From an optimization exercise on the open Yosys and OpenROAD flow, aimed at small area and a short achievable clock period; shortcuts taken in it are not production practice.
Function was checked by simulation only, so behaviour that the tests miss may differ from the original.
No activity file was given, so power comes from the tool's default toggle rates.

===== design/flow/config.mk =====
export PLATFORM = sky130hd
export DESIGN_NAME = icache_fetch
export DESIGN_NICKNAME = icache_fetch
export VERILOG_FILES = /design/flow/design.v
export SDC_FILE = /design/flow/constraint.sdc
export NUM_CORES = 4
export LEC_CHECK = 0
export CAP_MARGIN = 20
export CORE_MARGIN = 2
export CORE_UTILIZATION = 60
export CTS_BUF_LIST = sky130_fd_sc_hd__clkbuf_16
export CTS_CLUSTER_DIAMETER = 60
export CTS_CLUSTER_SIZE = 20
export SETUP_SLACK_MARGIN = 4.4
export SLEW_MARGIN = 20

===== design/flow/design.v =====
`timescale 1ns / 1ps
module icache_fetch(
    input         clk,
    input         RESET,
    input  [13:0] fetch_addr,    
    input  [31:0] mem_rdata,     
    output [13:0] mem_addr,      
    output [31:0] instr,         
    output [15:0] instr_pc,      
    output        miss           
    );
    reg [9:0]  tag   [0:15];
    reg [1:0]  lru   [0:15];
    reg [15:0] valid;
    reg [32:0] r0 [0:15];    
    reg [32:0] r1 [0:15];
    reg [32:0] r2 [0:15];
    reg [2:0]  ph;           
    reg [13:0] addr_q;       
    reg [3:0]  vict;         
    reg        use_mem;      
    reg [31:0] instr_q;
    reg [31:0] mem_q;        
    reg        done_q;       
    wire [9:0] a_tag = fetch_addr[13:4];
    wire [1:0] a_set = fetch_addr[3:2];
    wire [1:0] a_off = fetch_addr[1:0];
    reg [15:0] m;            
    reg [3:0]  hs;           
    reg [3:0]  match;        
    reg [31:0] cand [0:3];
    reg [31:0] hword;
    integer i, s;
    reg [2:0]  sl [0:15];
    reg [31:0] cw;
    always @(*) begin
        for (i = 0; i < 16; i = i + 1) begin
            m[i] = valid[i] && (tag[i] == a_tag);
            case (a_off)
                2'd2:    sl[i] = {r0[i][32], r2[i][32], r1[i][32]};
                2'd3:    sl[i] = {r1[i][32], r0[i][32], r2[i][32]};
                2'd1:    sl[i] = {r2[i][32], r1[i][32], r0[i][32]};
                default: sl[i] = 3'b000;     
            endcase
        end
        for (s = 0; s < 4; s = s + 1)
            hs[s] = |m[s*4 +: 4];
        for (i = 0; i < 4; i = i + 1) begin
            match[i] = 1'b0;
            cw = 32'b0;
            for (s = 0; s < 4; s = s + 1) begin
                match[i] = match[i] | (a_set == s && m[s*4+i]);
                cw = cw | ({32{a_set == s && sl[s*4+i][0]}} & r0[s*4+i][31:0])
                        | ({32{a_set == s && sl[s*4+i][1]}} & r1[s*4+i][31:0])
                        | ({32{a_set == s && sl[s*4+i][2]}} & r2[s*4+i][31:0]);
            end
            cand[i] = cw;
        end
        hword = ({32{match[3]}} & cand[3]) | ({32{match[2]}} & cand[2])
              | ({32{match[1]}} & cand[1]) | ({32{match[0]}} & cand[0]);
    end
    wire hit = |(hs & (4'b0001 << a_set));
    reg [1:0] lhit [0:15];
    reg [1:0] L;
    always @(*) begin
        for (s = 0; s < 4; s = s + 1) begin
            L = lru[s*4 + a_off];
            for (i = 0; i < 4; i = i + 1) begin
                lhit[s*4+i] = lru[s*4+i];
                if (L != 2'b00) begin
                    if (a_off == i) lhit[s*4+i] = 2'b00;
                    else if (lru[s*4+i] != 2'b00 && lru[s*4+i] < L) lhit[s*4+i] = lru[s*4+i] + 2'b01;
                end
            end
        end
    end
    wire [1:0] q_set = addr_q[3:2];
    reg [3:0] fv;
    reg [1:0] fl [0:3];
    always @(*) begin
        for (i = 0; i < 4; i = i + 1) begin
            fv[i] = 1'b0;
            fl[i] = 2'b00;
            for (s = 0; s < 4; s = s + 1)
                if (q_set == s) begin
                    fv[i] = valid[s*4+i];
                    fl[i] = lru[s*4+i];
                end
        end
    end
    wire [3:0] vict_d = (&fv) ? {fl[3] == 2'b11, fl[2] == 2'b11, fl[1] == 2'b11, fl[0] == 2'b11}
                              : (~fv & (fv + 4'b0001));    
    wire byp = done_q && (a_off == 2'd3) && (a_set == q_set) && |(match & vict);
    always @(posedge clk) begin
        mem_q  <= mem_rdata;
        done_q <= (ph == 3'd7);
        addr_q <= fetch_addr;
        vict   <= vict_d;
        use_mem <= ((ph == 3'd0) && (a_off == 2'd0)) || ((ph == 3'd7) && (addr_q[1:0] == 2'd3));
        if (ph == 3'd0)
            instr_q <= byp ? mem_q : hword;
        else if ((ph == 3'd5 && addr_q[1:0] == 2'd0) || (ph == 3'd6 && addr_q[1:0] == 2'd1) ||
                 (ph == 3'd7 && addr_q[1:0] == 2'd2))
            instr_q <= mem_q;
        else if (ph == 3'd7 && addr_q[1:0] == 2'd3)
            instr_q <= 32'b0;
    end
    wire ins_ph = (ph[2] & (ph[1] | ph[0])) | done_q;
    genvar g;
    generate for (g = 0; g < 16; g = g + 1) begin : line
        wire sel = vict[g % 4] && (q_set == g / 4);
        always @(posedge clk) begin
            r0[g] <= (sel && ins_ph) ? {ph == 3'd6, mem_q} : r2[g];
            r1[g] <= r0[g];
            r2[g] <= r1[g];
            if (sel && ph == 3'd7) tag[g] <= addr_q[13:4];
        end
        always @(posedge clk) begin
            if (RESET) begin
                valid[g] <= 1'b0;
                lru[g]   <= 2'b00;
            end else if (ph == 3'd7) begin
                if (q_set == g / 4) begin
                    if (vict[g % 4]) begin
                        valid[g] <= 1'b1;
                        lru[g]   <= 2'b00;
                    end else if (valid[g])
                        lru[g] <= lru[g] + 2'b01;
                end
            end else if (ph == 3'd0) begin
                if (a_set == g / 4 && hs[g / 4])
                    lru[g] <= lhit[g];
            end
        end
    end endgenerate
    always @(posedge clk) begin
        if (RESET)
            ph <= 3'd0;
        else if (ph != 3'd0 || !hit)
            ph <= ph + 3'd1;
    end
    assign miss = |ph;
    assign mem_addr = {fetch_addr[13:2],
                       ph[2] & (ph[1] | ph[0]),
                       ph[2] & (ph[1] | ~ph[0])};
    assign instr = ({32{use_mem}} & mem_rdata) | instr_q;
    assign instr_pc = {addr_q, 2'b00};
endmodule

===== design/flow/constraint.sdc =====
create_clock -name core_clock -period 8.0 [get_ports {clk}]
set_input_delay 1.6000 -clock core_clock [delete_from_list [all_inputs] [get_ports {clk}]]
set_output_delay 1.6000 -clock core_clock [all_outputs]
set_load 0.01 [all_outputs]

===== design/flow/run.sh =====
#!/bin/bash
# synth_recipe.tcl (not shown) runs the flow's synth.tcl, then flattens the netlist and writes it again
# the make line also repeats each setting of config.mk as NAME=value (left out here)
make -C /OpenROAD-flow-scripts/flow DESIGN_CONFIG=/design/flow/config.mk WORK_HOME=/design/flow/orfs CLKGATE_MAP_FILE= SYNTH_SCRIPT=/design/flow/synth_recipe.tcl finish

==> results of run 1 <==
metal layers:
layer | vias up | wire length, um
met4 | 0 | 9690
met5 | - | 0
met2 | 2178 | 91800
met1 | 21800 | 84200
li1 | 18700 | -
met3 | 394 | 17900
cell type report:
type	instances	area, sq um	area share [%]
diodes	1	2.50	0.00341
clock buffers	145	3630	4.94
clock inverters	92	851	1.16
inverters	49	195	0.266
multi-input cells	2661	23700	32.3
flip-flops and latches	1879	39600	53.9
well taps	1380	1730	2.35
repair buffers	351	3780	5.14
worst max-delay path, cell delays in order:
cell and delay [ns]:
buf_2 0.11, buf_12 0.11, buf_4 0.21, buf_12 0.16, xnor2_1 0.14, nand4_1 0.12
nor4_1 0.34, a211oi_1 0.11, a21o_2 0.30, clkbuf_16 0.25, a31oi_2 0.50, a2111oi_4 0.07
mux2i_1 0.23
final timing paths:
check | from | to | slack, ns | cells after the start
setup reg to reg | ph[0]$_SDFFE_PP0P_ | r0[5][26]$_DFF_P_ | 4.96 | 8
hold / removal | r1[0][22]$_DFF_P_ | r2[0][22]$_DFF_P_ | 0.34 | 0
setup / recovery | fetch_addr[4] | instr_q[26]$_DFFE_PP_ | 4.31 | 13
hold reg to reg | r1[0][22]$_DFF_P_ | r2[0][22]$_DFF_P_ | 0.34 | 0
repair_timing:
item / CTS / global route
pin swaps: 60 / 29
resized for setup: 703 / 163
hold buffers: 0 / 0
buffers inserted: 57 / 22
endpoints found under the setup margin: 126 / 55
gates cloned: 9 / 9
cells by family after synthesis:
logic type	Yosys count	share of synthesized area [%]
xor+xnor	163	2.28
mux	639	11.4
flops	1879	63.1
buf+inv	399	3.09
other cells	1	0.00599
compound gates	1171	14.5
fa+ha+maj	37	0.739
simple gates	648	4.83
registers in the layout, indices dropped and copies added, names as in the netlist:
name and count:
mem_q 32, lru 32, addr_q 14, use_mem 1
r0 528, vict 4, r2 528, done_q 1
valid 16, tag 160, ph 3, r1 528
instr_q 32
power breakdown:
group          internal (mW)  switching (mW)
Sequential              9.73           0.192
Combinational          0.332           0.535
Clock                   3.67            3.45
Total                   13.7            4.18
layout by cell type, fill, tap and decap left out, types with 17 or more instances in the layout:
| cell | count |
|---|---|
| a211oi_4 | 28 |
| a221oi_1 | 144 |
| edfxtp_1 | 192 |
| buf_2 | 33 |
| mux2_2 | 522 |
| nand2b_1 | 17 |
| a22o_1 | 199 |
| inv_1 | 52 |
| a22oi_1 | 180 |
| nand2_1 | 242 |
| a222oi_1 | 77 |
| clkinv_2 | 19 |
| clkbuf_16 | 154 |
| nand4_1 | 41 |
| a31oi_1 | 28 |
| nand3_1 | 106 |
| ha_1 | 36 |
| a31oi_4 | 28 |
| a221oi_2 | 42 |
| a221o_1 | 22 |
| mux2i_1 | 66 |
| o21ai_0 | 104 |
| dfxtp_1 | 1667 |
| xnor2_1 | 161 |
| a21oi_1 | 73 |
| a31oi_2 | 37 |
| mux2i_2 | 25 |
| buf_4 | 172 |
| buf_12 | 29 |
| a21oi_2 | 30 |
| buf_6 | 56 |
| and3_1 | 22 |
| nor2_1 | 93 |
| a21o_1 | 36 |
==> impl_metrics.yaml, run 1 <==
global_routing:
  grtUsageTotal_pct: 36.9
  busiest_layer: "met2"
  overflow: 0
  use_met1_pct: 50.3
  grt_first_pass_wirelength_um: 290000
  grt_max_degree: 60
  grt_antenna_before_repair: 9
  grt_pass1_vias: 42300
  gr-usage-met2_pct: 57.0
  grt_use_met3_pct: 7.40
placement:
  dpl.hpwl_um: 124000
  io_buffers: 108
  gp_congestion: 0.900
  dp_slack_ns: 2.14
  dp_cells: 6223
  place_area_sq_um: 65500
worst_hold_path:
  min-delay-path-class: "reg2reg"
synth:
  synth_most_common_cell: "dfxtp_1"
  synth-edff-count: 192
  synth_seq_cells: 1879
  netlist_area_sq_um: 62700
  syn_area_per_cell_sq_um: 12.7
  yosys_most_used_dff: "dfxtp_1"
  synth_top_area_share_pct: 53.9
  post_synth_num_cell_types: 76
  synth_commonest_cells: "dfxtp_1 (1,687), mux2_2 (522), nand2_1 (257)"
  synth_cells: 4937
  yosysTopAreaCell: "dfxtp_1"
  yosysWarnings: 10
  synthArstFlopShare_pct: 0
  synth-seq-area-share_pct: 63.1
  yosys-top-cells-area: "dfxtp_1 (54%), mux2_2 (9.4%), edfxtp_1 (9.2%)"
pwr:
  total_power_mw: 17.9
  power.density_nw_per_um2: 244
  peakVddDrop_mv: 0.277
  leakage_nw: 27.3
timing:
  rsz0062_at_grt: "true"
  relSlewSlack_pct: 17.4
  worst_pin_slew_ns: 1.24
  report.final.slew_viol_count: 0
  hold_violations: 0
  finalSetupViolCount: 0
  fin_hold_ws_ns: 0.339
  finalCritPeriodShare_pct: 46.1
  clock.fmax_mhz: 271
  setup_ws_ns: 4.31
  fin_crit_ns: 3.69
  fin_setup_tns_ns: 0
  finClkSkew_ns: 0.0317
job:
  maxCapViolations: 0
clock_network:
  clk_pin_slew_ns: 0.08
  clk_path_buf_depth: 3
  cts_tree: "yes"
  cts_num_sinks: 1879
  htreeDepth: 4
  clkLatencyLatePin_ns: 0.77
  cts-root-buf: "clkbuf_16"
  numCtsBuffers: 138
floorplan:
  die_x_um: 327
  core_area_sq_um: 103000
  die_area_sq_um: 107000
  ioPinCount: 111
  die_height_um: 327
  start_util_pct: 60.5
  num_rows: 118
finish:
  post-route-util_pct: 71.0
  drive_above_1_share_pct: 27.9
  instances_no_fill: 6558
  nFillCells: 7266
  fin_area_sq_um: 73500
  area_growth_syn_to_layout_pct: 17.3
  fin_nets: 5165
route:
  drt-pass1-iter-count: 6
  vias_per_cell: 6.57
  drc_errors: 0
  vias: 43100
  wl_per_cell_um: 31.1
  postRouteWirelength_um: 204000
  drtIter0Drc: 4992
  antenna_left: 0
run_status:
  outcome: "no timing/DRC/antenna violations"
setup_path:
  crit_type: "in2reg"
  cp.required_ns: 8.58
  start_kind: "input pin"
  crit_arrival_ns: 4.27
  worstPathMaxFanout: 16
  crit_path_end_kind: "register"
==> inputs of run 2 (changes only) <==
--- a/design/flow/config.mk
+++ b/design/flow/config.mk
@@ -10,5 +10,2 @@
 export CORE_UTILIZATION = 60
-export CTS_BUF_LIST = sky130_fd_sc_hd__clkbuf_16
-export CTS_CLUSTER_DIAMETER = 60
-export CTS_CLUSTER_SIZE = 20
 export SETUP_SLACK_MARGIN = 4.4
==> impl_metrics.yaml, run 2 <==
run_status:
  outcome: "no timing/DRC/antenna violations"
pwr:
  leakage_nw: 28.0
  seqPwrFrac_pct: 50.7
  power_frac_comb_pct: 4.3
  total_power_mw: 19.6
  peakVddDrop_mv: 0.226
  power_frac_clock_pct: 45.0
  internal-power_mw: 15.2
  power.density_nw_per_um2: 262
  swShare_pct: 22.2
  p_switching_mw: 4.35
global_routing:
  grt_pass1_vias: 42800
  grt_antenna_before_repair: 9
  grt_max_degree: 60
  grt_first_pass_wirelength_um: 293000
  overflow: 0
  grtUsageTotal_pct: 37.2
setup_path:
  slowest_stage: "o41ai_1"
  worstSetupStartpoint: "fetch_addr[4]"
  r2r_setup_slack_ns: 4.95
  r2r_end: "r0[5][16]$_DFF_P_"
  cp.required_ns: 8.68
  cp_top_family: "compound AO/OA/AOI/OAI gates"
  worstPathMaxFanout: 11
  slowest_delay_ns: 0.94
  critPathBufInv: 4
  reg2reg_depth: 8
  start_kind: "input pin"
  crit_top_cell: "buf_4"
  crit_arrival_ns: 4.35
  crit_path_end_kind: "register"
  crit_type: "in2reg"
  path_cells: "buf_2, buf_12, buf_4, buf_4, xnor2_1, nand4_1, nor3_1, o41ai_1, o21ai_2, o221ai_1, mux2_2"
  rr_startpoint: "ph[0]$_SDFFE_PP0P_"
synth:
  yosysTopAreaCell: "dfxtp_1"
  synth_seq_cells: 1879
  netlist_area_sq_um: 62700
  synth-edff-count: 192
  yosys-top-cells-area: "dfxtp_1 (54%), mux2_2 (9.4%), edfxtp_1 (9.2%)"
  post_synth_num_cell_types: 76
  synth_cells: 4937
  syn_area_per_cell_sq_um: 12.7
  yosysWarnings: 10
  synth_top_area_share_pct: 53.9
  synth-seq-area-share_pct: 63.1
  yosys_most_used_dff: "dfxtp_1"
  synth_most_common_cell: "dfxtp_1"
  synthArstFlopShare_pct: 0
  synth_commonest_cells: "dfxtp_1 (1,687), mux2_2 (522), nand2_1 (257)"
clock_network:
  postCtsHoldBufs: 0
  clk_pin_slew_ns: 0.06
  cts-root-buf: "clkbuf_16"
  htreeDepth: 4
  numCtsBuffers: 182
  clkLatencyLatePin_ns: 0.79
  cts_tree: "yes"
  clk_path_buf_depth: 3
  cts_num_sinks: 1879
placement:
  gp_congestion: 0.900
  dp_slack_ns: 2.14
  io_buffers: 108
  dp_cells: 6223
  dpl.hpwl_um: 124000
route:
  drtIter0Drc: 5167
  drc_errors: 0
  postRouteWirelength_um: 204000
  drt-pass1-iter-count: 7
  vias_per_cell: 6.52
  vias: 43400
  wl_per_cell_um: 30.7
  antenna_left: 0
timing:
  finalSetupViolCount: 0
  rsz0062_at_grt: "true"
  relSlewSlack_pct: 18.5
  hold_violations: 0
  clock.fmax_mhz: 272
  finalCritPeriodShare_pct: 45.9
  fin_hold_ws_ns: 0.325
  fin_crit_ns: 3.67
  finClkSkew_ns: 0.0300
  fin_setup_tns_ns: 0
  worst_pin_slew_ns: 1.22
  setup_ws_ns: 4.33
  report.final.slew_viol_count: 0
floorplan:
  ioPinCount: 111
  num_rows: 118
  die_area_sq_um: 107000
  core_area_sq_um: 103000
  start_util_pct: 60.5
  die_height_um: 327
  die_x_um: 327
finish:
  register_area_sq_um: 39600
  nFillCells: 7116
  fin_nets: 5208
  instances_no_fill: 6661
  drive_above_1_share_pct: 28.2
  area_growth_syn_to_layout_pct: 19.2
  reg_top3: "r0 (528), r1 (528), r2 (528)"
  layout_common_cells: "dfxtp_1 (1,667), mux2_2 (522), nand2_1 (242)"
  multiInputGateArea_sq_um: 23300
  final_common_cell: "dfxtp_1"
worst_hold_path:
  min_from: "r0[2][19]$_DFF_P_"
  min-delay-path-class: "reg2reg"
  min_to: "r1[2][19]$_DFF_P_"
  holdPathStages: 0
job:
  maxCapViolations: 0
[run 2: cell counts after synthesis]
No cell type changed its count.
[run 2: layout make-up]
class	count	share of cell area (%)
inverter	49	0.256
clock inverter	55	0.917
tap	1380	2.31
sequential	1879	53.0
timing repair buffer	350	4.82
multi-input combinational	2661	31.3
clock buffer	283	7.40
antenna	4	0.0134
[run 2: cell families after synthesis]
family                   synth area share, %
XOR/XNOR                                2.28
other                                0.00599
multiplexers                            11.4
flip-flops                              63.1
AO/OA/AOI/OAI                           14.5
buffers and inverters                   3.09
adder cells (fa/ha/maj)                0.739
AND/OR/NAND/NOR                         4.83
[run 2: through the flow]
step,util [%],cell area (sq um)
after floorplan,-,63100
after global placement,63.3,65500
after detailed placement,63.3,65500
after CTS,71.1,73600
after global routing,72.1,74700
final,72.1,74700
[run 2: worst max path at each step]
| stage | end | slack [ns] | depth (start not counted) |
|---|---|---|---|
| after floorplan | instr_q[0]$_DFFE_PP_ | 4.27 | 11 |
| after global placement | instr_q[8]$_DFFE_PP_ | 2.15 | 11 |
| after detailed placement | instr_q[8]$_DFFE_PP_ | 2.14 | 11 |
| after CTS | mem_addr[6] | 4.19 | 3 |
| after global routing | instr_q[29]$_DFFE_PP_ | 4.33 | 10 |
| final | lru[7][0]$_SDFFE_PP0P_ | 4.33 | 11 |
[run 2: repair_timing]
action,CTS,global route
cloned,9,5
setup endpoints to repair,126,57
pin swaps,55,24
gates resized for setup,649,156
buffers inserted,62,20
[run 2: routing by layer]
layer  vias to the layer above  wire (um)  GRT usage [%]  part of all wire (%)
met3                       399      18100           6.44                   8.8
met4                         2      10500           17.5                   5.2
met2                      2230      91300           57.7                    45
met5                         -         13              0                0.0064
met1                     21900      84400           50.9                    41
li1                      18900          -              -                     -
[run 2: power by group through the flow]
stage	Combinational, mW	Clock (mW)	Sequential, mW
global placement	0.726	0	10.1
CTS	0.800	8.86	9.92
global route	0.870	9.24	9.94
detailed placement	0.731	0	10.1
finish	0.846	8.81	9.93
floorplan	0.418	0	10.0
==> inputs of run 3 (changes only) <==
--- a/design/flow/design.v
+++ b/design/flow/design.v
@@ -21,3 +21,3 @@
     reg        use_mem;      
-    reg [31:0] instr_q;
+    reg [31:0] instr_qn;     
     reg [31:0] mem_q;        
@@ -100,10 +100,11 @@
         if (ph == 3'd0)
-            instr_q <= byp ? mem_q : hword;
+            instr_qn <= ~(byp ? mem_q : hword);
         else if ((ph == 3'd5 && addr_q[1:0] == 2'd0) || (ph == 3'd6 && addr_q[1:0] == 2'd1) ||
                  (ph == 3'd7 && addr_q[1:0] == 2'd2))
-            instr_q <= mem_q;
+            instr_qn <= ~mem_q;
         else if (ph == 3'd7 && addr_q[1:0] == 2'd3)
-            instr_q <= 32'b0;
+            instr_qn <= 32'hffffffff;
     end
-    wire ins_ph = (ph[2] & (ph[1] | ph[0])) | done_q;
+    wire ins_nx = ph[2];     
+    reg [15:0] ins, keep;
     genvar g;
@@ -112,6 +113,8 @@
         always @(posedge clk) begin
-            r0[g] <= (sel && ins_ph) ? {ph == 3'd6, mem_q} : r2[g];
+            ins[g]  <= ins_nx && sel;
+            keep[g] <= !(ins_nx && sel);
+            r0[g] <= ({33{ins[g]}} & {ph == 3'd6, mem_q}) | ({33{keep[g]}} & r2[g]);
             r1[g] <= r0[g];
             r2[g] <= r1[g];
-            if (sel && ph == 3'd7) tag[g] <= addr_q[13:4];
+            tag[g] <= ({10{ins[g]}} & addr_q[13:4]) | ({10{keep[g]}} & tag[g]);
         end
@@ -145,3 +148,3 @@
                        ph[2] & (ph[1] | ~ph[0])};
-    assign instr = ({32{use_mem}} & mem_rdata) | instr_q;
+    assign instr = ~(~({32{use_mem}} & mem_rdata) & instr_qn);
     assign instr_pc = {addr_q, 2'b00};
--- a/design/flow/config.mk
+++ b/design/flow/config.mk
@@ -10,2 +10,5 @@
 export CORE_UTILIZATION = 60
+export CTS_BUF_LIST = sky130_fd_sc_hd__clkbuf_16
+export CTS_CLUSTER_DIAMETER = 60
+export CTS_CLUSTER_SIZE = 20
 export SETUP_SLACK_MARGIN = 4.4
==> impl_metrics.yaml, run 3 <==
clock_network:
  cts_tree: "yes"
  clk_pin_slew_ns: 0.08
  cts-root-buf: "clkbuf_16"
  clk_path_buf_depth: 3
  clkLatencyLatePin_ns: 0.78
  htreeDepth: 4
  cts_num_sinks: 1911
  numCtsBuffers: 130
  postCtsHoldBufs: 0
timing:
  finalCritPeriodShare_pct: 45.9
  rsz0062_at_grt: "true"
  clock.fmax_mhz: 272
  worst_pin_slew_ns: 1.10
  fin_crit_ns: 3.67
  relSlewSlack_pct: 25.4
  fin_setup_tns_ns: 0
  fin_hold_ws_ns: 0.341
  finalSetupViolCount: 0
  finClkSkew_ns: 0.0311
  report.final.slew_viol_count: 0
  hold_violations: 0
pwr:
  internal-power_mw: 13.6
  p_switching_mw: 4.32
  power.density_nw_per_um2: 247
  leakage_nw: 27.3
  swShare_pct: 24.1
  power_frac_clock_pct: 37.4
  peakVddDrop_mv: 0.209
  power_frac_comb_pct: 5.8
  seqPwrFrac_pct: 56.8
worst_hold_path:
  min-delay-path-class: "reg2reg"
  min_from: "r1[15][15]$_DFF_P_"
finish:
  fin_nets: 5360
  post-route-util_pct: 70.4
  multiInputGateArea_sq_um: 23000
  instances_no_fill: 6741
  register_area_sq_um: 38600
  nFillCells: 7547
  reg_top3: "r0 (528), r1 (528), r2 (528)"
  drive_above_1_share_pct: 19.0
  final_common_cell: "dfxtp_1"
  area_growth_syn_to_layout_pct: 16.8
  layout_common_cells: "dfxtp_1 (1,837), a22o_1 (905), buf_4 (245)"
route:
  postRouteWirelength_um: 227000
  vias: 47200
  vias_per_cell: 7.00
  wl_per_cell_um: 33.7
  drtIter0Drc: 6800
  drt-pass1-iter-count: 10
  drc_errors: 0
  antenna_left: 0
placement:
  dp_cells: 6362
  io_buffers: 108
  dpl.hpwl_um: 138000
  gp_congestion: 0.890
setup_path:
  rr_startpoint: "r1[2][32]$_DFF_P_"
  worstPathMaxFanout: 32
  crit_type: "in2reg"
  r2r_end: "instr_qn[26]$_DFFE_PP_"
  start_kind: "input pin"
  r2r_setup_slack_ns: 4.99
  crit_path_end_kind: "register"
  cp.required_ns: 8.53
  crit_arrival_ns: 4.20
  worstSetupStartpoint: "fetch_addr[0]"
  reg2reg_depth: 9
  endpoint: "instr_qn[0]$_DFFE_PP_"
floorplan:
  num_rows: 118
  start_util_pct: 60.3
  die_height_um: 326
  core_area_sq_um: 103000
  ioPinCount: 111
  die_x_um: 326
  die_area_sq_um: 106000
synth:
  yosysTopAreaCell: "dfxtp_1"
  synth_cells: 5195
  synth-seq-area-share_pct: 62.1
  synth_seq_cells: 1911
  syn_area_per_cell_sq_um: 12.0
  netlist_area_sq_um: 62100
  synthArstFlopShare_pct: 0
  yosys-top-cells-area: "dfxtp_1 (61%), a22o_1 (13%), a22oi_1 (2.3%)"
  synth_commonest_cells: "dfxtp_1 (1,879), a22o_1 (907), clkbuf_1 (351)"
  yosysWarnings: 10
  synth-edff-count: 32
  yosys_most_used_dff: "dfxtp_1"
  synth_top_area_share_pct: 60.6
  post_synth_num_cell_types: 70
  synth_most_common_cell: "dfxtp_1"
global_routing:
  grt_pass1_vias: 45300
  grt_max_degree: 67
  overflow: 0
  grt_antenna_before_repair: 2
  grtUsageTotal_pct: 41.4
  grt_first_pass_wirelength_um: 322000
job:
  maxCapViolations: 0
run_status:
  outcome: "no timing/DRC/antenna violations"
## run 3: changes by cell type after synthesis, sizes merged, moves of 28 or more
| cell | delta |
|---|---|
| mux2i | -32 |
| nand4 | +38 |
| mux2 | -487 |
| edfxtp | -160 |
| a211oi | -28 |
| a22o | +708 |
| a21o | -36 |
| nand3 | -29 |
| nor2 | -41 |
| dfxtp | +192 |
| clkbuf | +186 |
| o21ai | -30 |
## run 3: cell type report
| type | instances | area share (%) |
|---|---|---|
| sequential | 1911 | 53.3 |
| multi-input combinational | 2711 | 31.7 |
| timing repair buffer | 463 | 6.74 |
| clock buffer | 140 | 4.83 |
| tap | 1380 | 2.38 |
| clock inverter | 77 | 0.764 |
| inverter | 58 | 0.305 |
| antenna | 1 | 0.00345 |
## run 3: critical path, stage by stage
cell and delay (ns):
buf_16 0.11, buf_4 0.14, or2_1 0.31, nand2_8 0.21, a211oi_4 0.26, buf_6 0.40
a221oi_1 0.20, a31oi_2 0.50, a2111oi_2 0.10, mux2_2 0.28
## run 3: logic make-up after synthesis
family,synth area share (%)
flip-flops,62.1
AO/OA/AOI/OAI,24.0
AND/OR/NAND/NOR,4.48
buffers and inverters,4.07
XOR/XNOR,2.30
multiplexers,2.31
adder cells (fa/ha/maj),0.745
other,0.00604
## run 3: metal layers
| metal | global-route usage [%] | vias up | part of all wire, % |
|---|---|---|---|
| li1 | - | 19800 | - |
| met1 | 55.2 | 23500 | 39 |
| met5 | 0 | - | 0.0057 |
| met3 | 8.54 | 573 | 11 |
| met2 | 61.5 | 3251 | 43 |
| met4 | 26.7 | 2 | 7.0 |
## run 3: worst min path at each step
| stage | endpoint | slack [ns] | cells after the start |
|---|---|---|---|
| floorplan | r1[12][19]$_DFF_P_ | 0.33 | 0 |
| detailed placement | r1[7][14]$_DFF_P_ | 0.34 | 0 |
| finish | r2[15][15]$_DFF_P_ | 0.34 | 0 |
| global route | r2[15][15]$_DFF_P_ | 0.34 | 0 |
| CTS | r1[6][4]$_DFF_P_ | 0.34 | 0 |
| global placement | r2[4][12]$_DFF_P_ | 0.33 | 0 |
## run 3: power groups by stage
stage	Combinational, mW	Sequential, mW	Clock [mW]
floorplan	0.557	10.3	0
global placement	0.848	10.4	0
detailed placement	0.854	10.4	0
CTS	0.977	10.2	6.71
global route	1.07	10.2	7.05
finish	1.04	10.2	6.69
## run 3: per-stage QoR
stage / worst slack [ns] / instance area (sq um) / power, mW
3_3_place_gp: 1.91 / 64700 / 11.2
5_1_grt: 4.30 / 72500 / 18.3
4_1_cts: 4.33 / 71300 / 17.8
2_1_floorplan: 4.16 / 62800 / 10.8
3_5_place_dp: 1.86 / 64800 / 11.2
6_report: 4.33 / 72500 / 17.9
## run 3: repair_timing
item	CTS	global route
setup endpoints to repair	120	55
pin swaps	78	75
setup buffers	111	30
resized for setup	712	181
cloned	16	4
==> inputs of run 4 (changes only) <==
--- a/design/flow/config.mk
+++ b/design/flow/config.mk
@@ -11,5 +11,5 @@
 export CTS_BUF_LIST = sky130_fd_sc_hd__clkbuf_16
-export CTS_CLUSTER_DIAMETER = 60
-export CTS_CLUSTER_SIZE = 20
-export SETUP_SLACK_MARGIN = 4.4
+export CTS_CLUSTER_DIAMETER = 70
+export CTS_CLUSTER_SIZE = 24
+export SETUP_SLACK_MARGIN = 4.25
 export SLEW_MARGIN = 20
==> impl_metrics.yaml, run 4 <==
synth:
  synth_seq_cells: 1911
  yosysWarnings: 10
  post_synth_num_cell_types: 70
  yosys_most_used_dff: "dfxtp_1"
  synth_most_common_cell: "dfxtp_1"
  synth-seq-area-share_pct: 62.1
  yosysTopAreaCell: "dfxtp_1"
  synthArstFlopShare_pct: 0
  netlist_area_sq_um: 62100
  synth_commonest_cells: "dfxtp_1 (1,879), a22o_1 (907), clkbuf_1 (351)"
  syn_area_per_cell_sq_um: 12.0
  yosys-top-cells-area: "dfxtp_1 (61%), a22o_1 (13%), a22oi_1 (2.3%)"
  synth_top_area_share_pct: 60.6
  synth-edff-count: 32
  synth_cells: 5195
worst_hold_path:
  holdPathStages: 0
  min_from: "r1[9][18]$_DFF_P_"
  min_to: "r2[9][18]$_DFF_P_"
  min-delay-path-class: "reg2reg"
placement:
  dp_cells: 6337
  dp_slack_ns: 2.00
  io_buffers: 108
  gp_congestion: 0.926
  place_area_sq_um: 64600
  dpl.hpwl_um: 134000
timing:
  report.final.slew_viol_count: 0
  clock.fmax_mhz: 259
  worst_pin_slew_ns: 1.21
  relSlewSlack_pct: 18.9
  fin_setup_tns_ns: 0
  fin_crit_ns: 3.87
  finClkSkew_ns: 0.0350
  rsz0062_at_grt: "true"
  finalCritPeriodShare_pct: 48.3
  setup_ws_ns: 4.13
  hold_violations: 0
  finalSetupViolCount: 0
setup_path:
  critPathBufInv: 6
  crit_top_cell: "buf_12"
  crit_type: "in2reg"
  slowest_delay_ns: 0.58
  start_kind: "input pin"
  r2r_end: "instr_qn[30]$_DFFE_PP_"
  reg2reg_depth: 10
  rr_startpoint: "r2[11][32]$_DFF_P_"
  path_cells: "buf_12, buf_12, buf_8, or2_1, buf_6, buf_12, a2111oi_4, buf_12, a22o_1, a221o_1, a221oi_2, nand4_1, a2111oi_4, mux2_4"
  crit_path_end_kind: "register"
  crit_arrival_ns: 4.47
  slowest_stage: "nand4_1"
  cp.required_ns: 8.60
  r2r_setup_slack_ns: 4.87
  cp_top_family: "compound AO/OA/AOI/OAI gates"
  worstPathMaxFanout: 3
route:
  vias: 46700
  wl_per_cell_um: 34.1
  drtIter0Drc: 6704
  postRouteWirelength_um: 225000
  drt-pass1-iter-count: 9
  antenna_left: 0
  drc_errors: 0
  vias_per_cell: 7.06
finish:
  register_area_sq_um: 38600
  final_common_cell: "dfxtp_1"
  fin_nets: 5255
  fin_area_sq_um: 70500
  diodes: 0
  instances_no_fill: 6606
  reg_top3: "r0 (528), r1 (528), r2 (528)"
  post-route-util_pct: 68.4
  area_growth_syn_to_layout_pct: 13.5
  drive_above_1_share_pct: 15.3
  multiInputGateArea_sq_um: 22700
  nFillCells: 7737
  layout_common_cells: "dfxtp_1 (1,842), a22o_1 (905), nand2_1 (239)"
job:
  maxCapViolations: 0
global_routing:
  grt_antenna_before_repair: 3
  grt_first_pass_wirelength_um: 319000
  grt_max_degree: 68
  overflow: 0
  grt_pass1_vias: 44700
  grtUsageTotal_pct: 40.9
floorplan:
  die_x_um: 326
  die_area_sq_um: 106000
  num_rows: 118
  die_height_um: 326
  start_util_pct: 60.3
  core_area_sq_um: 103000
  ioPinCount: 111
pwr:
  power.density_nw_per_um2: 239
  leakage_nw: 26.2
  peakVddDrop_mv: 0.195
clock_network:
  cts_num_sinks: 1911
  numCtsBuffers: 99
  cts_tree: "yes"
  clk_pin_slew_ns: 0.10
  clk_path_buf_depth: 3
  htreeDepth: 3
  cts-root-buf: "clkbuf_16"
  clkLatencyLatePin_ns: 0.74
run_status:
  outcome: "no timing/DRC/antenna violations"
run 4: cell type report:
| class | count | share of cell area (%) |
|---|---|---|
| well taps | 1380 | 2.45 |
| multi-input cells | 2712 | 32.2 |
| flip-flops and latches | 1911 | 54.8 |
| clock buffers | 101 | 3.59 |
| repair buffers | 388 | 5.87 |
| clock inverters | 56 | 0.712 |
| inverters | 58 | 0.314 |
run 4: routing by layer:
layer	global-route usage (%)	vias up	share of wire, %
li1	-	19600	-
met1	54.0	23400	39
met2	61.1	3092	43
met3	8.95	582	10
met4	26.4	6	7.3
met5	0	-	0.016
run 4: per-stage QoR:
step / power, mW / hold WS [ns]
6_report: 16.8 / 0.338
4_1_cts: 16.8 / 0.337
5_1_grt: 17.2 / 0.343
3_3_place_gp: 11.2 / 0.332
2_1_floorplan: 10.8 / 0.326
3_5_place_dp: 11.2 / 0.335
run 4: cell families (layout without fill, tap and decap cells):
family | after synthesis | in the layout | share of synthesized area (%)
flip-flops | 1911 | 1911 | 62.1
AO/OA/AOI/OAI | 1801 | 1801 | 24.0
AND/OR/NAND/NOR | 584 | 585 | 4.48
buffers and inverters | 575 | 603 | 4.07
XOR/XNOR | 163 | 163 | 2.30
multiplexers | 123 | 124 | 2.31
adder cells (fa/ha/maj) | 37 | 37 | 0.745
other | 1 | 2 | 0.00604
run 4: timing repair:
action                     in CTS  in global routing
setup endpoints to repair     115                 44
gates resized for setup       539                114
cloned                         13                  3
pin swaps                      69                 52
hold buffers                    0                  0
hold endpoints to repair        0                  0
setup buffers                  67                 29
run 4: how the worst max path moves through the flow:
stage / start / end / slack, ns / depth (start not counted)
2_1_floorplan: fetch_addr[0] / instr_qn[28]$_DFFE_PP_ / 4.16 / 12
3_5_place_dp: fetch_addr[0] / instr_qn[12]$_DFFE_PP_ / 2.00 / 11
3_3_place_gp: fetch_addr[1] / instr_qn[19]$_DFFE_PP_ / 2.02 / 10
6_report: fetch_addr[2] / instr_qn[21]$_DFFE_PP_ / 4.13 / 14
5_1_grt: fetch_addr[2] / instr_qn[21]$_DFFE_PP_ / 4.16 / 14
4_1_cts: fetch_addr[4] / instr_qn[2]$_DFFE_PP_ / 4.19 / 11
run 4: power breakdown:
part | internal (mW) | switching (mW)
Clock | 2.46 | 3.23
Combinational | 0.417 | 0.562
Sequential | 9.90 | 0.264
==> inputs of run 5 (changes only) <==
--- a/design/flow/config.mk
+++ b/design/flow/config.mk
@@ -11,5 +11,5 @@
 export CTS_BUF_LIST = sky130_fd_sc_hd__clkbuf_16
-export CTS_CLUSTER_DIAMETER = 70
-export CTS_CLUSTER_SIZE = 24
-export SETUP_SLACK_MARGIN = 4.25
+export CTS_CLUSTER_DIAMETER = 75
+export CTS_CLUSTER_SIZE = 26
+export SETUP_SLACK_MARGIN = 4.15
 export SLEW_MARGIN = 20
==> impl_metrics.yaml, run 5 <==
placement:
  dpl.hpwl_um: 138000
  dp_cells: 6360
  dp_slack_ns: 1.69
  io_buffers: 108
  gp_congestion: 0.940
global_routing:
  overflow: 0
  busiest_layer: "met2"
  grt_use_met3_pct: 8.87
  grt_max_degree: 68
  grtUsageTotal_pct: 41.6
  use_met1_pct: 56.1
  grt_antenna_before_repair: 9
  grt_pass1_vias: 44400
  grt_first_pass_wirelength_um: 324000
  gr-usage-met2_pct: 62.0
pwr:
  power.density_nw_per_um2: 235
  leakage_nw: 25.7
  total_power_mw: 16.2
  peakVddDrop_mv: 0.243
finish:
  reg_top3: "r0 (528), r1 (528), r2 (528)"
  fin_nets: 5249
  final_common_cell: "dfxtp_1"
  layout_common_cells: "dfxtp_1 (1,836), a22o_1 (906), nand2_1 (245)"
  drive_above_1_share_pct: 13.9
  nFillCells: 7917
  instances_no_fill: 6578
  area_growth_syn_to_layout_pct: 11.3
clock_network:
  clk_pin_slew_ns: 0.11
  postCtsHoldBufs: 0
  clkLatencyLatePin_ns: 0.72
  clk_path_buf_depth: 3
  numCtsBuffers: 87
  cts_tree: "yes"
  cts_num_sinks: 1911
  htreeDepth: 3
  cts-root-buf: "clkbuf_16"
synth:
  synth_seq_cells: 1911
  synth-edff-count: 32
  synth_top_area_share_pct: 60.6
  syn_area_per_cell_sq_um: 12.0
  yosysWarnings: 10
  synth_most_common_cell: "dfxtp_1"
  synth_cells: 5195
  yosys-top-cells-area: "dfxtp_1 (61%), a22o_1 (13%), a22oi_1 (2.3%)"
  synth_commonest_cells: "dfxtp_1 (1,879), a22o_1 (907), clkbuf_1 (351)"
  yosysTopAreaCell: "dfxtp_1"
  synthArstFlopShare_pct: 0
  netlist_area_sq_um: 62100
  synth-seq-area-share_pct: 62.1
  post_synth_num_cell_types: 70
  yosys_most_used_dff: "dfxtp_1"
floorplan:
  die_area_sq_um: 106000
  die_height_um: 326
  ioPinCount: 111
  die_x_um: 326
  start_util_pct: 60.3
  core_area_sq_um: 103000
  num_rows: 118
route:
  vias_per_cell: 7.08
  postRouteWirelength_um: 228000
  drtIter0Drc: 7166
  drt-pass1-iter-count: 6
  antenna_left: 0
  vias: 46600
  drc_errors: 0
  wl_per_cell_um: 34.6
worst_hold_path:
  min-delay-path-class: "reg2reg"
  min_from: "r1[2][24]$_DFF_P_"
  min_to: "r2[2][24]$_DFF_P_"
  holdPathStages: 0
timing:
  fin_setup_tns_ns: 0
  report.final.slew_viol_count: 0
  finClkSkew_ns: 0.0309
  relSlewSlack_pct: 26.7
  finalSetupViolCount: 0
  rsz0062_at_grt: "true"
  setup_ws_ns: 4.09
  hold_violations: 0
  finalCritPeriodShare_pct: 48.8
  clock.fmax_mhz: 256
  fin_crit_ns: 3.91
  worst_pin_slew_ns: 1.10
setup_path:
  worstPathMaxFanout: 16
  crit_type: "in2reg"
  start_kind: "input pin"
  crit_path_end_kind: "register"
  rr_startpoint: "r2[2][32]$_DFF_P_"
  reg2reg_depth: 9
  crit_arrival_ns: 4.50
  r2r_setup_slack_ns: 4.84
  slowest_stage: "a2111oi_4"
  cp.required_ns: 8.60
  crit_top_cell: "buf_4"
  path_cells: "buf_16, buf_4, mux2i_1, a21oi_2, and2_4, buf_4, a222oi_1, nand2_1, o31a_1, a2111oi_4, mux2_4"
  slowest_delay_ns: 0.48
  r2r_end: "instr_qn[24]$_DFFE_PP_"
job:
  maxCapViolations: 0
run_status:
  outcome: "no timing/DRC/antenna violations"
## run 5: per-stage QoR
stage	hold WS, ns	util [%]	area, sq um
after floorplan	0.326	-	62300
after global placement	0.332	62.6	64500
after detailed placement	0.335	62.6	64500
after CTS	0.344	66.5	68500
after global routing	0.347	67.1	69100
final	0.339	67.1	69100
## run 5: logic make-up (layout without fill, tap and decap cells)
logic type / count (synthesis) / after routing / share of synthesized area, %
other: 1 / 4 / 0.00604
AOI/OAI and AO/OA: 1801 / 1801 / 24.0
muxes: 123 / 123 / 2.31
and+or+nand+nor: 584 / 585 / 4.48
buffers and inverters: 575 / 574 / 4.07
DFF: 1911 / 1911 / 62.1
adders and majority gates: 37 / 37 / 0.745
xor gates and xnor gates: 163 / 163 / 2.30
## run 5: worst max path at each step
stage                     slack [ns]           from                     end
after CTS                       4.07  fetch_addr[0]  instr_qn[14]$_DFFE_PP_
after global routing            4.09  fetch_addr[0]  instr_qn[19]$_DFFE_PP_
after detailed placement        1.69  fetch_addr[0]  instr_qn[14]$_DFFE_PP_
after floorplan                 4.13  fetch_addr[8]  instr_qn[23]$_DFFE_PP_
after global placement          1.70  fetch_addr[0]  instr_qn[14]$_DFFE_PP_
final                           4.09  fetch_addr[0]  instr_qn[24]$_DFFE_PP_
## run 5: what timing repair did
action | 4_1_cts | 5_1_grt
endpoints found under the setup margin | 119 | 52
hold endpoints to repair | 0 | 0
pin swaps | 58 | 28
cloned | 8 | 3
buffers inserted | 68 | 16
gates resized for setup | 445 | 103
## run 5: final cells by class
cell class | instances | area [sq um] | area share [%]
Antenna cell | 2 | 5.00 | 0.00724
Clock buffer | 88 | 2200 | 3.19
Clock inverter | 33 | 248 | 0.358
Inverter | 58 | 221 | 0.320
Multi-Input combinational cell | 2711 | 22400 | 32.4
Sequential cell | 1911 | 38600 | 55.9
Tap cell | 1380 | 1730 | 2.50
Timing Repair Buffer | 395 | 3680 | 5.32
## run 5: critical path, delay by kind of cell
kind | cells | cell delay (ns)
simple gates | 2 | 0.42
compound gates | 4 | 1.42
buf+inv | 3 | 0.58
mux | 2 | 0.45
## run 5: per-layer routing
layer,wire [um],share of wire (%)
met5,27,0.012
met4,15600,6.9
met3,24500,11
met2,97800,43
met1,89500,39
## run 5: report_power, final
part | internal [mW] | leakage, nW | switching (mW)
clock | 2.04 | 1.24 | 3.06
sequential | 9.90 | 15.5 | 0.266
combinational | 0.394 | 9.05 | 0.572
total | 12.3 | 25.7 | 3.90
==> inputs of run 6 (changes only) <==
--- a/design/flow/design.v
+++ b/design/flow/design.v
@@ -22,2 +22,4 @@
     reg [31:0] instr_qn;     
+    reg        c_look, c_cap, c_hold, c_one;    
+    wire [2:0] ph_nx;
     reg [31:0] mem_q;        
@@ -62,2 +64,3 @@
     wire hit = |(hs & (4'b0001 << a_set));
+    assign ph_nx = RESET ? 3'd0 : (ph != 3'd0 || !hit) ? ph + 3'd1 : 3'd0;
     reg [1:0] lhit [0:15];
@@ -99,9 +102,10 @@
         use_mem <= ((ph == 3'd0) && (a_off == 2'd0)) || ((ph == 3'd7) && (addr_q[1:0] == 2'd3));
-        if (ph == 3'd0)
-            instr_qn <= ~(byp ? mem_q : hword);
-        else if ((ph == 3'd5 && addr_q[1:0] == 2'd0) || (ph == 3'd6 && addr_q[1:0] == 2'd1) ||
-                 (ph == 3'd7 && addr_q[1:0] == 2'd2))
-            instr_qn <= ~mem_q;
-        else if (ph == 3'd7 && addr_q[1:0] == 2'd3)
-            instr_qn <= 32'hffffffff;
+        instr_qn <= ({32{c_look}} & ~(byp ? mem_q : hword)) | ({32{c_cap}} & ~mem_q)
+                  | ({32{c_hold}} & instr_qn) | {32{c_one}};
+        c_look <= ph_nx == 3'd0;
+        c_cap  <= (ph_nx == 3'd5 && addr_q[1:0] == 2'd0) || (ph_nx == 3'd6 && addr_q[1:0] == 2'd1) ||
+                  (ph_nx == 3'd7 && addr_q[1:0] == 2'd2);
+        c_one  <= ph_nx == 3'd7 && addr_q[1:0] == 2'd3;
+        c_hold <= !(ph_nx == 3'd0) && !((ph_nx == 3'd5 && addr_q[1:0] == 2'd0) || (ph_nx == 3'd6 && addr_q[1:0] == 2'd1) ||
+                  (ph_nx == 3'd7 && addr_q[1:0] == 2'd2)) && !(ph_nx == 3'd7 && addr_q[1:0] == 2'd3);
     end
@@ -138,8 +142,4 @@
     end endgenerate
-    always @(posedge clk) begin
-        if (RESET)
-            ph <= 3'd0;
-        else if (ph != 3'd0 || !hit)
-            ph <= ph + 3'd1;
-    end
+    always @(posedge clk)
+        ph <= ph_nx;
     assign miss = |ph;
--- a/design/flow/config.mk
+++ b/design/flow/config.mk
@@ -11,5 +11,5 @@
 export CTS_BUF_LIST = sky130_fd_sc_hd__clkbuf_16
-export CTS_CLUSTER_DIAMETER = 75
-export CTS_CLUSTER_SIZE = 26
-export SETUP_SLACK_MARGIN = 4.15
+export CTS_CLUSTER_DIAMETER = 70
+export CTS_CLUSTER_SIZE = 24
+export SETUP_SLACK_MARGIN = 4.4
 export SLEW_MARGIN = 20
==> impl_metrics.yaml, run 6 <==
synth:
  synth_most_common_cell: "dfxtp_1"
  synth_commonest_cells: "dfxtp_1 (1,915), a22o_1 (796), clkbuf_1 (370)"
  yosys-top-cells-area: "dfxtp_1 (62%), a22o_1 (11%), a222oi_1 (3.3%)"
  netlist_area_sq_um: 61600
  yosysTopAreaCell: "dfxtp_1"
  synthArstFlopShare_pct: 0
  yosys_most_used_dff: "dfxtp_1"
  synth-seq-area-share_pct: 62.2
  synth-edff-count: 0
  yosysWarnings: 10
  synth_top_area_share_pct: 62.2
  synth_cells: 5173
  syn_area_per_cell_sq_um: 11.9
  synth_seq_cells: 1915
  post_synth_num_cell_types: 82
timing:
  rsz0062_at_grt: "true"
  worst_pin_slew_ns: 1.26
  finalCritPeriodShare_pct: 47.3
  clock.fmax_mhz: 264
  hold_violations: 0
  report.final.slew_viol_count: 0
  fin_crit_ns: 3.78
  finClkSkew_ns: 0.0392
  finalSetupViolCount: 0
  relSlewSlack_pct: 16.1
  fin_setup_tns_ns: 0
placement:
  io_buffers: 108
  gp_congestion: 0.894
  place_area_sq_um: 64100
  dpl.hpwl_um: 128000
finish:
  final_common_cell: "dfxtp_1"
  reg_top3: "r0 (528), r1 (528), r2 (528)"
  layout_common_cells: "dfxtp_1 (1,863), a22o_1 (796), a22oi_1 (248)"
  fin_nets: 5255
  post-route-util_pct: 69.4
  area_growth_syn_to_layout_pct: 14.7
  fin_area_sq_um: 70700
  drive_above_1_share_pct: 17.0
setup_path:
  cp.required_ns: 8.57
  rr_startpoint: "valid[9]$_SDFFE_PP0P_"
  r2r_end: "instr_qn[8]$_DFF_P_"
  path_cells: "buf_2, buf_12, buf_6, buf_12, buf_4, xnor2_1, nand4_1, nor4_1, nor2_1, mux2_2, buf_12, a21oi_2, or4_1, o221ai_2"
  worstPathMaxFanout: 31
  crit_path_end_kind: "register"
  start_kind: "input pin"
  crit_type: "in2reg"
  slowest_delay_ns: 0.44
  crit_top_cell: "buf_12"
  crit_arrival_ns: 4.35
  r2r_setup_slack_ns: 5.04
  reg2reg_depth: 8
  slowest_stage: "a21oi_2"
pwr:
  power.density_nw_per_um2: 236
  peakVddDrop_mv: 0.212
  leakage_nw: 25.5
route:
  antenna_left: 0
  vias: 47600
  wl_per_cell_um: 33.8
  postRouteWirelength_um: 222000
  drtIter0Drc: 8070
  vias_per_cell: 7.23
  drt-pass1-iter-count: 8
  drc_errors: 0
floorplan:
  ioPinCount: 111
  die_area_sq_um: 105000
  die_x_um: 324
  start_util_pct: 60.5
  num_rows: 117
  core_area_sq_um: 102000
  die_height_um: 324
global_routing:
  grtUsageTotal_pct: 40.4
  grt_pass1_vias: 45000
  grt_first_pass_wirelength_um: 316000
  grt_max_degree: 56
  overflow: 0
  grt_antenna_before_repair: 14
clock_network:
  clk_path_buf_depth: 3
  clk_pin_slew_ns: 0.09
  cts-root-buf: "clkbuf_16"
  cts_tree: "yes"
  htreeDepth: 3
  clkLatencyLatePin_ns: 0.73
  postCtsHoldBufs: 0
  numCtsBuffers: 98
  cts_num_sinks: 1915
run_status:
  outcome: "no timing/DRC/antenna violations"
worst_hold_path:
  min-delay-path-class: "reg2reg"
  holdPathStages: 0
  min_from: "r1[8][15]$_DFF_P_"
  min_to: "r2[8][15]$_DFF_P_"
job:
  maxCapViolations: 0
[run 6: cell type report]
type	instances	area [sq um]
diodes	4	10.0
clock buffers	100	2500
clock inverters	37	397
fillers	7415	31100
inverters	80	305
multi-input cells	2676	23100
flip-flops and latches	1915	38400
well taps	1368	1710
repair buffers	399	4210
[run 6: per-layer routing]
layer  vias to the layer above  track usage, %  wire length, um
met5                         -               0               56
met4                         8            18.1            10300
met3                       570            10.3            28500
met2                      3468            57.5            92300
met1                     23900            57.9            91000
li1                      19700               -                -
[run 6: kinds of logic (layout without fill, tap and decap cells)]
logic type,Yosys count,count (layout),share of synthesized area (%)
muxes,94,94,1.80
other,1,6,0.00609
and+or+nand+nor,557,558,4.63
adders and majority gates,37,37,0.752
AOI/OAI and AO/OA,1817,1822,24.1
xor gates and xnor gates,163,163,2.32
DFF,1915,1915,62.2
buffers and inverters,589,616,4.10
[run 6: worst max-delay path: cells and delay by family]
family	cells	cell delay (ns)
xor+xnor	1	0.22
compound gates	2	0.52
simple gates	4	0.75
buf+inv	6	0.86
mux	1	0.35
[run 6: per-stage QoR]
step	hold slack (ns)	power [mW]	setup WS, ns	std cells
2_1_floorplan	0.326	10.8	4.12	5174
3_3_place_gp	0.330	11.2	1.94	6267
3_5_place_dp	0.335	11.2	2.26	6271
4_1_cts	0.342	16.6	4.20	6520
5_1_grt	0.344	17.1	4.25	6575
6_report	0.344	16.7	4.22	6579
[run 6: repair_timing]
item,4_1_cts,5_1_grt
setup buffers,98,49
pin swaps,60,25
setup endpoints to repair,129,73
gates resized for setup,637,121
gates cloned,14,6
[run 6: how the worst max path moves through the flow]
stage,slack [ns],endpoint,cells past startpoint,start
floorplan,4.12,lru[14][0]$_SDFFE_PP0P_,13,fetch_addr[1]
global placement,1.94,instr_qn[28]$_DFF_P_,9,fetch_addr[5]
detailed placement,2.26,instr_qn[10]$_DFF_P_,10,fetch_addr[2]
CTS,4.20,mem_addr[11],3,fetch_addr[11]
global route,4.25,instr_qn[28]$_DFF_P_,13,fetch_addr[9]
finish,4.22,instr_qn[29]$_DFF_P_,14,fetch_addr[12]
[run 6: power by group]
group	total [mW]	internal [mW]	switching (mW)
clock	5.58	2.41	3.17
combinational	0.859	0.403	0.455
sequential	10.2	9.89	0.347
==> inputs of run 7 (changes only) <==
--- a/design/flow/config.mk
+++ b/design/flow/config.mk
@@ -13,3 +13,3 @@
 export CTS_CLUSTER_SIZE = 24
-export SETUP_SLACK_MARGIN = 4.4
+export SETUP_SLACK_MARGIN = 4.5
 export SLEW_MARGIN = 20
==> impl_metrics.yaml, run 7 <==
placement:
  place_area_sq_um: 64200
  gp_congestion: 0.899
  io_buffers: 108
  dpl.hpwl_um: 130000
route:
  drt-pass1-iter-count: 10
  drtIter0Drc: 8024
  postRouteWirelength_um: 226000
  drc_errors: 0
  wl_per_cell_um: 34.4
  antenna_left: 0
  vias: 47600
  vias_per_cell: 7.25
synth:
  synth_seq_cells: 1915
  synthMuxAreaShare_pct: 1.80
  yosys.area_share.simple_pct: 4.63
  netlist_area_sq_um: 61600
  yosys_most_used_dff: "dfxtp_1"
  post_synth_num_cell_types: 82
  synth-xor-area-share_pct: 2.32
  yosys-top-cells-area: "dfxtp_1 (62%), a22o_1 (11%), a222oi_1 (3.3%)"
  synth_cells: 5173
  synthArstFlopShare_pct: 0
  synthAdderAreaFrac_pct: 0.752
  synth-edff-count: 0
  syn_area_per_cell_sq_um: 11.9
  yosysWarnings: 10
  synth_compound_area_share_pct: 24.1
  synth_commonest_cells: "dfxtp_1 (1,915), a22o_1 (796), clkbuf_1 (370)"
  synth_most_common_cell: "dfxtp_1"
  synth-seq-area-share_pct: 62.2
  yosysTopAreaCell: "dfxtp_1"
  synth_top_family_by_area: "compound AO/OA/AOI/OAI gates"
  synth_top_area_share_pct: 62.2
global_routing:
  grt_pass1_vias: 44900
  grt_max_degree: 56
  overflow: 0
  grt_first_pass_wirelength_um: 319000
  grt_antenna_before_repair: 20
  grtUsageTotal_pct: 41.1
floorplan:
  num_rows: 117
  die_x_um: 324
  die_height_um: 324
  ioPinCount: 111
  die_area_sq_um: 105000
  core_area_sq_um: 102000
  start_util_pct: 60.5
pwr:
  power.density_nw_per_um2: 236
  leakage_nw: 25.7
  total_power_mw: 16.7
  peakVddDrop_mv: 0.186
worst_hold_path:
  min_from: "r1[3][22]$_DFF_P_"
  min-delay-path-class: "reg2reg"
timing:
  fin_setup_tns_ns: 0
  clock.fmax_mhz: 256
  relSlewSlack_pct: 18.3
  fin_hold_ws_ns: 0.340
  rsz0062_at_grt: "true"
  finalCritPeriodShare_pct: 48.8
  finClkSkew_ns: 0.0462
  report.final.slew_viol_count: 0
  fin_crit_ns: 3.91
  finalSetupViolCount: 0
  hold_violations: 0
  worst_pin_slew_ns: 1.22
clock_network:
  clkLatencyLatePin_ns: 0.73
  cts-root-buf: "clkbuf_16"
  clk_path_buf_depth: 3
  postCtsHoldBufs: 0
  numCtsBuffers: 96
  clk_pin_slew_ns: 0.09
  htreeDepth: 3
  cts_tree: "yes"
  cts_num_sinks: 1915
finish:
  area_growth_syn_to_layout_pct: 14.7
  nFillCells: 7344
  drive_above_1_share_pct: 17.3
  layout_common_cells: "dfxtp_1 (1,867), a22o_1 (796), a22oi_1 (248)"
  fin_nets: 5243
  fin_area_sq_um: 70600
  post-route-util_pct: 69.4
  final_common_cell: "dfxtp_1"
  reg_top3: "r0 (528), r1 (528), r2 (528)"
setup_path:
  start_kind: "input pin"
  critPathBufInv: 4
  rr_startpoint: "valid[9]$_SDFFE_PP0P_"
  worstPathMaxFanout: 28
  cp.required_ns: 8.65
  path_cells: "bufbuf_16, nor4b_4, buf_4, buf_12, o2bb2ai_4, buf_6, a222oi_1, nand4_1, a211oi_1, o221ai_1, o221ai_2"
  path_depth: 11
  r2r_setup_slack_ns: 4.93
  cp_top_family: "compound AO/OA/AOI/OAI gates"
  reg2reg_depth: 12
  crit_arrival_ns: 4.56
  r2r_end: "instr_qn[6]$_DFF_P_"
  slowest_delay_ns: 0.72
  crit_type: "in2reg"
  endpoint: "instr_qn[27]$_DFF_P_"
  worstSetupStartpoint: "fetch_addr[1]"
  crit_path_end_kind: "register"
  slowest_stage: "a211oi_1"
job:
  maxCapViolations: 0
run_status:
  outcome: "no timing/DRC/antenna violations"
-- run 7: cell counts after synthesis --
No cell type changed its count.
-- run 7: logic make-up (layout without fill, tap and decap cells) --
kind of cell,Yosys count,after routing
AO/OA/AOI/OAI,1817,1820
XOR/XNOR,163,163
adder cells (fa/ha/maj),37,37
buffers and inverters,589,599
flip-flops,1915,1915
multiplexers,94,94
other,1,7
AND/OR/NAND/NOR,557,557
-- run 7: metal layers --
layer  track usage, %  wire, um  vias up
met5            0.725       158        -
met4             19.7     11800       10
met3             12.6     30700      628
met2             57.7     92600     3582
met1             57.5     90500    23700
li1                 -         -    19600
-- run 7: cell type report --
type                            instances  area, sq um  area share [%]
Multi-Input combinational cell       2673        23000            32.6
Tap cell                             1368         1710            2.42
Timing Repair Buffer                  392         4330            6.14
Sequential cell                      1915        38400            54.4
Inverter                               80          305           0.432
Clock inverter                         28          335           0.475
Clock buffer                           99         2480            3.51
Antenna cell                            5         12.5          0.0177
-- run 7: report_power, final --
part / leakage, nW / switching, mW / internal [mW]
registers: 15.5 / 0.322 / 9.89
clock network: 1.38 / 3.13 / 2.37
logic: 8.83 / 0.498 / 0.450
total: 25.7 / 3.95 / 12.7
-- run 7: what timing repair did --
| action | in CTS | in global routing |
|---|---|---|
| cloned | 17 | 0 |
| setup endpoints to repair | 129 | 109 |
| buffers inserted | 113 | 20 |
| gates resized for setup | 743 | 84 |
| pin swaps | 77 | 32 |
| hold endpoints to repair | 0 | 0 |
-- run 7: per-stage QoR --
stage / setup slack (ns) / std cells
detailed placement: 2.10 / 6277
global route: 4.08 / 6556
finish: 4.09 / 6560
floorplan: 4.12 / 5174
CTS: 4.23 / 6534
global placement: 2.11 / 6275
-- run 7: worst min path at each step --
stage / end / depth (start not counted) / slack [ns]
floorplan: r2[12][17]$_DFF_P_ / 0 / 0.33
global placement: r2[12][17]$_DFF_P_ / 0 / 0.33
detailed placement: r2[8][26]$_DFF_P_ / 0 / 0.33
CTS: r2[10][15]$_DFF_P_ / 0 / 0.35
global route: r2[10][10]$_DFF_P_ / 0 / 0.35
finish: r2[3][22]$_DFF_P_ / 0 / 0.34
==> inputs of run 8 (changes only) <==
--- a/design/flow/config.mk
+++ b/design/flow/config.mk
@@ -13,3 +13,3 @@
 export CTS_CLUSTER_SIZE = 24
-export SETUP_SLACK_MARGIN = 4.5
+export SETUP_SLACK_MARGIN = 4.25
 export SLEW_MARGIN = 20
==> impl_metrics.yaml, run 8 <==
synth:
  synth_cells: 5173
  synth_top_family_by_area: "compound AO/OA/AOI/OAI gates"
  synth-edff-count: 0
  synthMuxAreaShare_pct: 1.80
  synth_top_area_share_pct: 62.2
  yosys-top-cells-area: "dfxtp_1 (62%), a22o_1 (11%), a222oi_1 (3.3%)"
  synth-xor-area-share_pct: 2.32
  yosysWarnings: 10
  synth-seq-area-share_pct: 62.2
  synthArstFlopShare_pct: 0
  synth_compound_area_share_pct: 24.1
  syn_area_per_cell_sq_um: 11.9
  synth_seq_cells: 1915
  yosys.area_share.simple_pct: 4.63
  synth_commonest_cells: "dfxtp_1 (1,915), a22o_1 (796), clkbuf_1 (370)"
  yosys_most_used_dff: "dfxtp_1"
  post_synth_num_cell_types: 82
  yosysTopAreaCell: "dfxtp_1"
  synth_most_common_cell: "dfxtp_1"
  synthAdderAreaFrac_pct: 0.752
  netlist_area_sq_um: 61600
setup_path:
  r2r_setup_slack_ns: 4.94
  crit_path_end_kind: "register"
  worstPathMaxFanout: 32
  reg2reg_depth: 8
  rr_startpoint: "valid[8]$_SDFFE_PP0P_"
  cp.required_ns: 8.60
  crit_type: "in2reg"
  start_kind: "input pin"
  r2r_end: "instr_qn[14]$_DFF_P_"
  crit_arrival_ns: 4.46
timing:
  finalCritPeriodShare_pct: 48.2
  fin_crit_ns: 3.85
  hold_violations: 0
  worst_pin_slew_ns: 1.24
  relSlewSlack_pct: 17.0
  finalSetupViolCount: 0
  clock.fmax_mhz: 259
  report.final.slew_viol_count: 0
  fin_setup_tns_ns: 0
  finClkSkew_ns: 0.0400
  rsz0062_at_grt: "true"
placement:
  io_buffers: 108
  dp_cells: 6301
  dpl.hpwl_um: 135000
  gp_congestion: 0.923
finish:
  drive_above_1_share_pct: 15.5
  layout_common_cells: "dfxtp_1 (1,865), a22o_1 (796), a22oi_1 (248)"
  area_growth_syn_to_layout_pct: 13.8
  post-route-util_pct: 68.9
  instances_no_fill: 6594
  fin_nets: 5262
  final_common_cell: "dfxtp_1"
  reg_top3: "r0 (528), r1 (528), r2 (528)"
pwr:
  swShare_pct: 23.9
  seqPwrFrac_pct: 61.0
  peakVddDrop_mv: 0.220
  power_frac_clock_pct: 33.7
  power.density_nw_per_um2: 239
  leakage_nw: 25.7
  power_frac_comb_pct: 5.3
  p_switching_mw: 4.00
  internal-power_mw: 12.8
  total_power_mw: 16.8
global_routing:
  overflow: 0
  grt_pass1_vias: 45200
  grt_max_degree: 56
  grt_antenna_before_repair: 34
  grtUsageTotal_pct: 41.6
  grt_first_pass_wirelength_um: 324000
clock_network:
  numCtsBuffers: 97
  htreeDepth: 3
  cts_tree: "yes"
  clkLatencyLatePin_ns: 0.74
  clk_path_buf_depth: 3
  cts-root-buf: "clkbuf_16"
  clk_pin_slew_ns: 0.09
  cts_num_sinks: 1915
route:
  vias: 47800
  routed-wl-met2_um: 94200
  antenna_left: 0
  postRouteWirelength_um: 228000
  routedLengthMet1_um: 90700
  wl_per_cell_um: 34.6
  drt-pass1-iter-count: 9
  drtIter0Drc: 7983
  vias_per_cell: 7.24
  top_layer_used: "met5"
  met3_length_um: 31100
  drc_errors: 0
floorplan:
  start_util_pct: 60.5
  ioPinCount: 111
  core_area_sq_um: 102000
  die_area_sq_um: 105000
  die_height_um: 324
  die_x_um: 324
  num_rows: 117
worst_hold_path:
  holdPathStages: 0
  min_from: "r1[3][19]$_DFF_P_"
  min_to: "r2[3][19]$_DFF_P_"
  min-delay-path-class: "reg2reg"
run_status:
  outcome: "no timing/DRC/antenna violations"
job:
  maxCapViolations: 0
## run 8: per-layer routing
| layer | GRT usage [%] | vias up |
|---|---|---|
| met4 | 20.1 | 28 |
| li1 | - | 19700 |
| met2 | 58.5 | 3646 |
| met1 | 58.5 | 23700 |
| met3 | 12.2 | 658 |
| met5 | 0 | - |
## run 8: per-stage QoR
stage	worst slack [ns]	instance area (sq um)	hold slack [ns]
floorplan	4.12	61900	0.326
global placement	1.99	64100	0.328
detailed placement	2.19	64100	0.335
CTS	3.99	69300	0.340
global route	4.10	70100	0.347
finish	4.15	70100	0.335
## run 8: power by group through the flow
stage               Combinational [mW]  Clock (mW)  Sequential [mW]
floorplan                        0.518           0             10.3
CTS                              0.840        5.65             10.2
global route                     0.924        6.00             10.2
global placement                 0.757           0             10.4
finish                           0.889        5.66             10.2
detailed placement               0.768           0             10.4
## run 8: layout make-up
type                    instances  area [sq um]
diodes                          8          20.0
clock buffers                  98          2450
clock inverters                42           498
fillers                      7529         31600
inverters                      80           304
multi-input cells            2673         22600
flip-flops and latches       1915         38400
well taps                    1368          1710
repair buffers                410          4170
## run 8: cell families after synthesis
kind of cell | after synthesis
flops | 1915
xor+xnor | 163
buf+inv | 589
compound gates | 1817
simple gates | 557
other cells | 1
fa+ha+maj | 37
mux | 94
## run 8: repair_timing
item | in CTS | in global routing
hold buffers | 0 | 0
setup endpoints to repair | 129 | 65
gates resized for setup | 466 | 111
cloned | 11 | 3
setup buffers | 109 | 22
hold endpoints to repair | 0 | 0
pin swaps | 70 | 31
## run 8: how the worst max path moves through the flow
| stage | depth (start not counted) | end | startpoint | slack, ns |
|---|---|---|---|---|
| 6_report | 13 | instr_qn[14]$_DFF_P_ | fetch_addr[12] | 4.15 |
| 5_1_grt | 13 | instr_qn[14]$_DFF_P_ | fetch_addr[12] | 4.10 |
| 3_5_place_dp | 10 | lru[1][1]$_SDFFE_PP0P_ | fetch_addr[11] | 2.19 |
| 2_1_floorplan | 13 | lru[14][0]$_SDFFE_PP0P_ | fetch_addr[1] | 4.12 |
| 4_1_cts | 2 | mem_addr[11] | fetch_addr[11] | 3.99 |
| 3_3_place_gp | 10 | instr_qn[18]$_DFF_P_ | fetch_addr[11] | 1.99 |
## run 8: worst max-delay path, cell delays in order
cell and delay [ns]:
buf_2 0.12, buf_12 0.12, buf_12 0.14, buf_4 0.16, xnor2_1 0.13, nand3_1 0.16
or4_1 0.52, o41ai_1 0.13, mux2i_4 0.12, buf_4 0.35, o22ai_2 0.50, or3_1 0.26
o221ai_1 0.11

[separate check: timing with driven ports]
The results above use ideal ports. As a check the final layouts listed here were re-extracted and re-timed, cells and wires unchanged.
Step 1 (the two cells are an assumption about what drives the block):
set clk [get_ports {clk}]
set_driving_cell -lib_cell sky130_fd_sc_hd__clkbuf_16 $clk
set_driving_cell -lib_cell sky130_fd_sc_hd__buf_2 [delete_from_list [all_inputs] $clk]
Step 2 moves the port delays by t, midway between the first and last clock arrival at a register: inputs arrive t later, outputs are due t later. That takes back most of the time a late clock gives input paths.
Three values: ideal, step 1, step 2; two values: the first two.
| run | t, ns | slack for setup (ns) | worst register clock-pin slew, ns | worst data-port slew with drivers (ns) |
|---|---|---|---|---|
| run 1 | 0.830 | 4.308 / 4.209 / 3.379 | 0.09 / 0.09 | 0.26 |
| run 2 | 0.848 | 4.326 / 4.199 / 3.351 | 0.07 / 0.07 | 0.27 |
| run 3 | 0.837 | 4.326 / 4.138 / 3.301 | 0.09 / 0.09 | 0.28 |
| run 4 | 0.792 | 4.133 / 3.972 / 3.180 | 0.10 / 0.10 | 0.25 |
| run 5 | 0.778 | 4.094 / 3.941 / 3.163 | 0.11 / 0.11 | 0.24 |
| run 6 | 0.790 | 4.218 / 4.151 / 3.360 | 0.10 / 0.10 | 0.24 |
| run 7 | 0.778 | 4.094 / 3.959 / 3.181 | 0.10 / 0.10 | 0.26 |
| run 8 | 0.790 | 4.146 / 4.068 / 3.278 | 0.10 / 0.10 | 0.18 |
After both steps setup and hold are still met in every run listed. The setup slack of run 3, which loses most, moves by -0.188 ns with the drivers and by -1.025 ns with both steps.
